Context: an optimization exercise on an open-source flow, tuned for small area, a short achievable clock period and few clock cycles per item. The choices shown serve that exercise and are no tape-out recipe.
Where RTL was checked, it was by simulation tests only, not by an equivalence proof against the original.
Power figures rest on the tool's default switching activity, not on a simulated workload.

== v18 ==
==> flow/design.v <==
module alu(
	output reg[15:0] data_out,
	output reg       valid_out,
	output reg       cmd_out,
	input [15:0]     data_in,
	input            valid_in,
	input            cmd_in,
	output reg       amm_read,
	output reg[7:0]  amm_address,
	input [7:0]      amm_readdata,
	input            amm_waitrequest,
	input [1:0]      amm_response,
	input clk,
	input rst_n
	);
	localparam D = 62;               
	reg        busy;                 
	reg        rx;                   
	reg        last;                 
	reg [5:0]  rem;                  
	reg        idx0, idx1;           
	reg [3:0]  op;
	reg        ee;                   
	reg        err;                  
	reg        dly;                  
	reg        b_mem;                
	reg        b_iss;                
	reg        b_i1;                 
	reg [7:0]  b_val;
	reg [7:0]  stk [0:D-1];
	reg [5:0]  cnt;
	reg        pop;                  
	reg        infl_i1;              
	reg [7:0]  addr_n;               
	reg [7:0]  v0r, v1r;             
	reg [7:0]  vbg, vrg;             
	reg [11:0] ures;                 
	reg [11:0] acc;
	wire hdr_in  = idle && valid_in && cmd_in;
	wire beat_in = busy && rx && valid_in;
	wire idle    = !busy && !dly && !(valid_out && cmd_out);
	wire imm_now = beat_in && !(data_in[8] && !ee);    
	wire [3:0] h_op = data_in[11:8];
	wire [5:0] h_n  = data_in[5:0];
	wire h_ee = (h_n == 6'd0) || (h_op >= 4'd10) ||
	            (h_op[3:2] == 2'b01 && h_n != 6'd1) ||
	            (h_op[3:1] == 3'b100 && h_n != 6'd2);
	wire done_rd  = amm_read && !amm_waitrequest;
	wire rsp_err  = done_rd && (amm_response != 2'b00);
	wire err_n    = err || rsp_err;
	wire push     = b_mem && !b_iss && !err;
	wire head_ok  = (cnt != 6'd0) && !pop;
	wire new_mem  = beat_in && data_in[8] && !ee;
	wire port_free = !amm_read || !amm_waitrequest;
	wire can_iss   = busy && port_free && !err_n;
	wire src_b     = push;
	wire src_e     = !push && head_ok;
	wire src_d     = !push && !head_ok && new_mem;
	wire issue     = can_iss && (src_b || src_e || src_d);
	wire hold_a    = amm_read && amm_waitrequest;
	wire [7:0] addr_next = src_b ? b_val : (src_e ? stk[0] : data_in[7:0]);
	wire waiting   = push || head_ok || new_mem;
	wire reads_done = err_n || (!(amm_read && amm_waitrequest) && !waiting);
	wire beats_done = !rx || (last && valid_in);
	wire respond    = busy && beats_done && reads_done;
	wire hdr_go     = (respond && o_fast) || dly;
	wire o_and = (op == 4'd1);
	wire o_or  = (op == 4'd2);
	wire o_xor = (op == 4'd3);
	wire o_log = o_and || o_or || o_xor;
	wire o_fast = o_log || o_not;        
	wire o_not = (op == 4'd4);
	wire o_inc = (op == 4'd5);
	wire o_dec = (op == 4'd6);
	wire o_neg = (op == 4'd7);
	wire o_shr = (op == 4'd8);
	wire o_shl = (op == 4'd9);
	wire [11:0] sum   = acc + {4'h0, vbg} + {4'h0, vrg};
	wire [7:0]  a_or  = acc[7:0] | vbg | vrg;
	wire [7:0]  a_xor = acc[7:0] ^ vbg ^ vrg;
	wire [7:0]  a_log = o_xor ? a_xor : a_or;
	wire [11:0] acc_n = o_log ? {4'h0, a_log} : sum;
	wire [7:0] x0 = v0r;
	wire [7:0] x1 = v1r;
	reg  [7:0] x_all1, x_any1;             
	integer j;
	always @(*) begin
		x_all1[0] = 1'b1;
		x_any1[0] = 1'b0;
		for (j = 1; j < 8; j = j + 1) begin
			x_all1[j] = x_all1[j-1] & x0[j-1];
			x_any1[j] = x_any1[j-1] | x0[j-1];
		end
	end
	wire [11:0] x_inc = {3'h0, x_all1[7] & x0[7], x0 ^ x_all1};
	wire [11:0] x_dec = {{4{!(x_any1[7] | x0[7])}}, x0 ^ ~x_any1};
	wire [7:0]  x_neg = x0 ^ x_any1;
	wire [7:0]  x_shr = x0 >> x1;
	wire [7:0]  x_shl = x0 << x1;
	wire [11:0] ures_n = {4'h0, ({8{o_not}} & ~x0) | ({8{o_neg}} & x_neg) |
	                            ({8{o_shr}} & x_shr) | ({8{o_shl}} & x_shl)} |
	                     ({12{o_inc}} & x_inc) | ({12{o_dec}} & x_dec);
	wire [11:0] res = o_log ? {4'h0, a_log ^ {8{o_and}}} : o_not ? {4'h0, ~v0r} :
	                  (op[3] || op[2]) ? ures : acc;
	integer k;
	always @(posedge clk) begin
		if (push) begin
			stk[0] <= b_val;
			if (!pop)
				for (k = 1; k < D; k = k + 1) stk[k] <= stk[k-1];
		end
		else if (pop) begin
			for (k = 0; k < D-1; k = k + 1) stk[k] <= stk[k+1];
		end
		b_val <= data_in[7:0];
		b_i1  <= idx1;
		v0r   <= (imm_now && idx0) ? data_in[7:0] : (done_rd && !infl_i1) ? amm_readdata : v0r;
		v1r   <= (imm_now && idx1) ? data_in[7:0] : (done_rd &&  infl_i1) ? amm_readdata : v1r;
		vbg   <= imm_now ? data_in[7:0] ^ {8{o_and}} : 8'h00;
		vrg   <= done_rd ? amm_readdata ^ {8{o_and}} : 8'h00;
		ures  <= ures_n;
		data_out <= (valid_out && cmd_out) ? (err ? 16'h0bad : {4'h0, res})
		                                   : {11'h0, err_n, op};
		amm_address <= hold_a ? ~addr_n : addr_next;
		addr_n      <= hold_a ? addr_n : ~addr_next;
		if (!hold_a)
			infl_i1 <= src_b ? b_i1 : (src_e ? 1'b1 : idx1);
		if (!rst_n) begin
			busy      <= 1'b0;
			rx        <= 1'b0;
			last      <= 1'b0;
			rem       <= 6'd0;
			idx0      <= 1'b0;
			idx1      <= 1'b0;
			op        <= 4'd0;
			ee        <= 1'b0;
			err       <= 1'b0;
			b_mem     <= 1'b0;
			b_iss     <= 1'b0;
			cnt       <= 6'd0;
			pop       <= 1'b0;
			acc       <= 12'd0;
			amm_read  <= 1'b0;
			valid_out <= 1'b0;
			cmd_out   <= 1'b0;
			dly       <= 1'b0;
		end
		else begin
			if (hdr_in) begin
				busy <= 1'b1;
				rx   <= (h_n != 6'd0);
				last <= (h_n == 6'd1);
				rem  <= h_n;
				idx0 <= 1'b1;
				idx1 <= 1'b0;
				op   <= h_op;
				ee   <= h_ee;
				err  <= h_ee;
			end
			else
				err <= err_n;
			acc <= idle ? 12'h000 : acc_n;
			if (beat_in) begin
				rem  <= rem - 6'd1;
				last <= (rem == 6'd2);
				rx   <= !last;
				idx0 <= 1'b0;
				idx1 <= idx0;
			end
			b_mem <= new_mem;
			b_iss <= issue && src_d;
			cnt <= err ? 6'd0 : cnt + {5'd0, push} - {5'd0, pop};
			pop <= issue && !src_d;
			amm_read <= (amm_read && amm_waitrequest) || issue;
			if (respond) busy <= 1'b0;
			dly       <= respond && !o_fast;
			valid_out <= hdr_go || (valid_out && cmd_out);
			cmd_out   <= hdr_go;
		end
	end
endmodule
Settings: LEC_CHECK=0, ABC_CLOCK_PERIOD_IN_PS=1800, CAP_MARGIN=20, CORE_MARGIN=2, CORE_UTILIZATION=40, CTS_CLUSTER_DIAMETER=60, CTS_CLUSTER_SIZE=24, SETUP_SLACK_MARGIN=2.85, SLEW_MARGIN=20; clock period 5.0 ns.
standard.sh (not shown) runs the stock make flow with config.mk's settings and CLKGATE_MAP_FILE= SYNTH_SCRIPT=/design/flow/synth_recipe.tcl, a recipe that flattens the netlist after the stock synthesis.
==> flow/flow/run.sh <==
#!/bin/bash
# The standard layout (standard.sh), with synthesis changed in two ways:
# adders are left to ABC as plain logic (no full/half-adder cells, ADDER_MAP_FILE
# empty), and ABC maps with its own script (flow/synth.tcl). Registers and their
# names are those of the standard synthesis. Ports are buffered, as in the
# standard flow, but with buf_4 cells rather than the delay buffer that
# buffer_ports picks by default.
set -euo pipefail
here=$(pwd)

ports="BUFFER_PORTS_ARGS=-buffer_cell sky130_fd_sc_hd__buf_4"
bash standard.sh synth SYNTH_SCRIPT="$here/flow/synth.tcl" ADDER_MAP_FILE= "$ports" > "$here/synth.log" 2>&1
bash standard.sh finish SYNTH_SCRIPT="$here/flow/synth.tcl" ADDER_MAP_FILE= "$ports" > "$here/layout.log" 2>&1
test -f "$here/out/final.def"
==> flow/flow/synth.tcl <==
# The standard flow's synthesis script (synth_recipe.tcl), with one change: ABC maps with a
# script that maps with SAT-based area-oriented matching (&nf -a) and pin permutation.
proc synth {args} { yosys synth -nofsm -noshare {*}$args }
proc abc {args} {
  set i [lsearch -exact $args -script]
  if {$i >= 0} {
    set s "+&get -n;&st;&dch;&nf -a -p;&put;buffer -c;topo;stime -c;upsize -c;dnsize -c"
    set args [lreplace $args $i [expr {$i + 1}] -script $s]
  }
  yosys abc {*}$args
}
source $::env(SCRIPTS_DIR)/synth.tcl
# left out here: clear keep_hierarchy, flatten, clean up, hide names made inside functions, write 1_2_yosys.v
Per the final summary, v18 finished and its layout is clean on timing, DRC and antenna.
Testbench counts of v18, summed over its fixed seeds: cycles 34,374, items 2,000.
[inputs] v34 vs v18
--- a/flow/design.v
+++ b/flow/design.v
@@ -34,10 +34,22 @@
 	reg [7:0]  addr_n;               
 	reg [7:0]  v0r, v1r;             
+	reg        v1big;                
 	reg [7:0]  vbg, vrg;             
 	reg [11:0] ures;                 
 	reg [11:0] acc;
+	wire o_and = (op == 4'd1);
+	wire o_or  = (op == 4'd2);
+	wire o_xor = (op == 4'd3);
+	wire o_log = o_and || o_or || o_xor;
+	wire o_not = (op == 4'd4);
+	wire o_inc = (op == 4'd5);
+	wire o_dec = (op == 4'd6);
+	wire o_neg = (op == 4'd7);
+	wire o_shr = (op == 4'd8);
+	wire o_shl = (op == 4'd9);
+	wire o_fast = o_log || o_not;        
+	wire idle    = !busy && !dly && !(valid_out && cmd_out);
 	wire hdr_in  = idle && valid_in && cmd_in;
 	wire beat_in = busy && rx && valid_in;
-	wire idle    = !busy && !dly && !(valid_out && cmd_out);
 	wire imm_now = beat_in && !(data_in[8] && !ee);    
 	wire [3:0] h_op = data_in[11:8];
@@ -65,15 +77,4 @@
 	wire respond    = busy && beats_done && reads_done;
 	wire hdr_go     = (respond && o_fast) || dly;
-	wire o_and = (op == 4'd1);
-	wire o_or  = (op == 4'd2);
-	wire o_xor = (op == 4'd3);
-	wire o_log = o_and || o_or || o_xor;
-	wire o_fast = o_log || o_not;        
-	wire o_not = (op == 4'd4);
-	wire o_inc = (op == 4'd5);
-	wire o_dec = (op == 4'd6);
-	wire o_neg = (op == 4'd7);
-	wire o_shr = (op == 4'd8);
-	wire o_shl = (op == 4'd9);
 	wire [11:0] sum   = acc + {4'h0, vbg} + {4'h0, vrg};
 	wire [7:0]  a_or  = acc[7:0] | vbg | vrg;
@@ -96,6 +97,6 @@
 	wire [11:0] x_dec = {{4{!(x_any1[7] | x0[7])}}, x0 ^ ~x_any1};
 	wire [7:0]  x_neg = x0 ^ x_any1;
-	wire [7:0]  x_shr = x0 >> x1;
-	wire [7:0]  x_shl = x0 << x1;
+	wire [7:0]  x_shr = v1big ? 8'h00 : x0 >> x1[2:0];
+	wire [7:0]  x_shl = v1big ? 8'h00 : x0 << x1[2:0];
 	wire [11:0] ures_n = {4'h0, ({8{o_not}} & ~x0) | ({8{o_neg}} & x_neg) |
 	                            ({8{o_shr}} & x_shr) | ({8{o_shl}} & x_shl)} |
@@ -117,4 +118,5 @@
 		v0r   <= (imm_now && idx0) ? data_in[7:0] : (done_rd && !infl_i1) ? amm_readdata : v0r;
 		v1r   <= (imm_now && idx1) ? data_in[7:0] : (done_rd &&  infl_i1) ? amm_readdata : v1r;
+		v1big <= (imm_now && idx1) ? |data_in[7:3] : (done_rd &&  infl_i1) ? |amm_readdata[7:3] : v1big;
 		vbg   <= imm_now ? data_in[7:0] ^ {8{o_and}} : 8'h00;
 		vrg   <= done_rd ? amm_readdata ^ {8{o_and}} : 8'h00;
## What came out
Relative to v18, slack of the critical path decreased by 0.10 ns in v34.
Count of inverters other than clock inverters in the layout: v18 and v34 compared, lower one is v18
In terms of relative area of clock buffers and inverters in the final design, v18 and v34 differ only marginally.
Comparing v18 and v34, the lower combined global-route utilization of all metal layers is on v18.
Measured against each other, v18 and v34 differ in met2 routed wirelength, the lower figure coming from v18.
Higher total non-filler cell area in the finished layout goes to v34 over v18.
Non-clock buffer count in v34 is about 2% above v18.
From v18 to v34 the numbers moved as follows: via count up 69, total sequential power down about 0.9%, clock group share of total power now larger, fmax fell by 4.6%.
No functional check of the RTL was part of v34.

[static timing again, ports no longer ideal]
In the flow no input, the clock included, has a driving cell. The finished layouts below were timed again as built, in two steps.
Step 1: set_driving_cell puts a clkbuf_16 on clk and a buf_2 on each other input, an assumption about the parent block.
Step 2, shift: input delay + t, output delay - t, t = (earliest + latest rising clock arrival at the registers) / 2. This alone moves slack from input paths to output paths.
Three values: ideal, step 1, step 2; two values: the first two.
| run | t (ns) | setup slack, ns | latest minus earliest clock arrival (ns) | worst data-port slew with drivers (ns) | cell pins on the clock port's net |
|---|---|---|---|---|---|
| v18 | 0.647 | 2.890 / 2.855 / 2.329 | 0.034 / 0.033 | 0.05 | 1 |
| v34 | 0.649 | 2.788 / 2.788 / 2.502 | 0.044 / 0.045 | 0.07 | 1 |
After both steps setup and hold are still met in every run listed. The setup slack of v18, which loses most, moves by -0.035 ns with the drivers and by -0.561 ns with both steps.
